What follows belongs to an exercise in optimizing a design on an open flow for small area; a production flow would make more cautious choices. In this exercise RTL edits were held to simulation tests only and were not proved equivalent to the original. Power is estimated from default activity; no workload was simulated.

== alpha ==
==> flow/design.v (excerpt) <==
module myclint #(
    parameter ADDR_W  = 32,
    parameter DATA_W  = 32,
    parameter N_CORES = 8
) (
    input                 clk,  
    input                 rt_clk,  
    input                 reset,  
    input                 valid,  
    input  [ADDR_W-1:0]   address,  
    input  [DATA_W-1:0]   wdata,  
    input  [DATA_W/8-1:0] wstrb,  
    output [DATA_W-1:0]   rdata,  
    output                ready,  
    output [N_CORES-1:0]  mtip,  
    output [N_CORES-1:0]  msip   
);
  wire [15:0] a = address[15:0];
  wire write    = &wstrb;
  wire req      = valid & ~reset;
  wire hit_cmp  = (a[15:6] == 10'h100);    
  wire hit_time = (a[15:3] == 13'h17ff);   
  wire hit_msip = (a[15:5] == 11'h000);    
  wire wr       = req & write;
  reg rsp, ready_q;
  always @(posedge clk) begin
    rsp     <= req & (hit_cmp | hit_time | hit_msip);
    ready_q <= rsp;
  end
  assign ready = ready_q;
  reg [1:0] rtc_s;
  reg       rtc_p;
  always @(posedge clk) begin
    if (reset) begin
      rtc_s <= 2'b00;
      rtc_p <= 1'b0;
    end else begin
      rtc_s <= {rtc_s[0], rt_clk};
      rtc_p <= rtc_s[1];
    end
  end
  wire inc = rtc_s[1] & ~rtc_p;
  wire [31:0] wd0     = wdata & {32{~reset}};
  ...
Size: about 2,300 cells after synthesis, about 120 I/O pins, ~28,000 um2 of cells after synthesis.
clock: 6.0 ns
lec_check: 0
cap_margin: 20
core_margin: 2
core_utilization: 40
setup_slack_margin: 0.2
slew_margin: 20
standard.sh (not shown) runs the stock make flow with config.mk's settings and CLKGATE_MAP_FILE= SYNTH_SCRIPT=/design/flow/synth_recipe.tcl, a recipe that flattens the netlist after the stock synthesis.
==> flow/flow/run.sh <==
#!/bin/bash
# Own layout flow: the standard ORFS flow (standard.sh) with
#  - synthesis using an area-oriented abc script (flow/synth.tcl, flow/area.abc),
#  - the smallest buffer on the ports,
#  - a clock tree of small clock buffers without dummy loads.
# Each step's full log stays in orfs/logs/ (ORFS writes one per step); make's
# own output goes to flow_make.log in the work folder.
set -euo pipefail
W=$(pwd)
export OWN_FLOW_DIR=$W/flow
CTS="-sink_clustering_enable -repair_clock_nets -dont_use_dummy_load"
CTS="$CTS -buf_list {sky130_fd_sc_hd__clkbuf_8} -root_buf sky130_fd_sc_hd__clkbuf_16"
CTS="$CTS -sink_clustering_size 16 -sink_clustering_max_diameter 100"
bash standard.sh \
  SYNTH_SCRIPT=$W/flow/synth.tcl \
  "BUFFER_PORTS_ARGS=-buffer_cell sky130_fd_sc_hd__buf_1" \
  "CTS_ARGS=$CTS" \
  finish > $W/flow_make.log 2>&1
==> flow/flow/area.abc <==
&get -n
&st
&dc2
&syn2
&dch
&nf -R 1000 -p
&st
&dch
&nf -R 1000 -p
&put
==> flow/flow/synth.tcl <==
# The standard flow's synthesis script (synth_recipe.tcl), with the abc step given an
# area-oriented script; everything else, the flip-flop mapping included, is as
# in the standard synthesis.
proc synth {args} { yosys synth -nofsm -noshare {*}$args }
proc abc {args} {
  set i [lsearch -exact $args -script]
  if {$i >= 0} { lset args [expr {$i + 1}] $::env(OWN_FLOW_DIR)/area.abc }
  yosys abc {*}$args
}
source $::env(SCRIPTS_DIR)/synth.tcl
# left out here: clear keep_hierarchy, flatten, clean up, hide names made inside functions, write 1_2_yosys.v
alpha completed end to end with timing, DRC and antenna clean.
Changes in beta relative to alpha:
Settings: clearing SETUP_SLACK_MARGIN, which used to be 0.2.
--- a/flow/flow/run.sh
+++ b/flow/flow/run.sh
@@ -13 +13 @@
-CTS="$CTS -sink_clustering_size 16 -sink_clustering_max_diameter 100"
+CTS="$CTS -sink_clustering_size 14 -sink_clustering_max_diameter 100"
==> flow/flow/area.abc <==
&get -n
&st
&syn2
&dch
&nf -R 1000
&put
==> comparison <==
- Looking at the reports, beta completed the entire flow and the layout it produced met the timing, design-rule and antenna checks.
- [compare] base=alpha new=beta: final-layout clock buffer total grew by 6, met2 capacity usage during global routing shrank by 2.5 points, adder and majority gate portion of the synthesized area held steady, post-synthesis instance area grew by 0.45%, clock network power consumption grew by about 5%.
- Relative to alpha, first-pass GRT wire length has decreased by 14 mm in beta.
- Re worst setup margin: alpha was higher than beta.

==> port drivers added, routing unchanged <==
Ports are ideal in the flow. The routed layouts listed here were re-timed in OpenROAD.
Step 1 (the two cells are an assumption about what drives the block):
set clk [get_ports {clk}]
set_driving_cell -lib_cell sky130_fd_sc_hd__clkbuf_16 $clk
set_driving_cell -lib_cell sky130_fd_sc_hd__buf_2 [delete_from_list [all_inputs] $clk]
Step 2 also shifts input and output timing later by t, the mid clock arrival at the registers, as if the neighbouring blocks saw the same clock.
Three values: ideal, step 1, step 2; two values: the first two.
run	t, ns	setup WS [ns]	hold WS [ns]	worst setup path after step 2
alpha	0.647	0.203 / 0.137 / 0.728	0.351 / 0.351 / 0.351	register to register
beta	0.640	0.180 / 0.117 / 0.477	0.348 / 0.348 / 0.348	register to register
After both steps setup and hold are still met in every run listed.
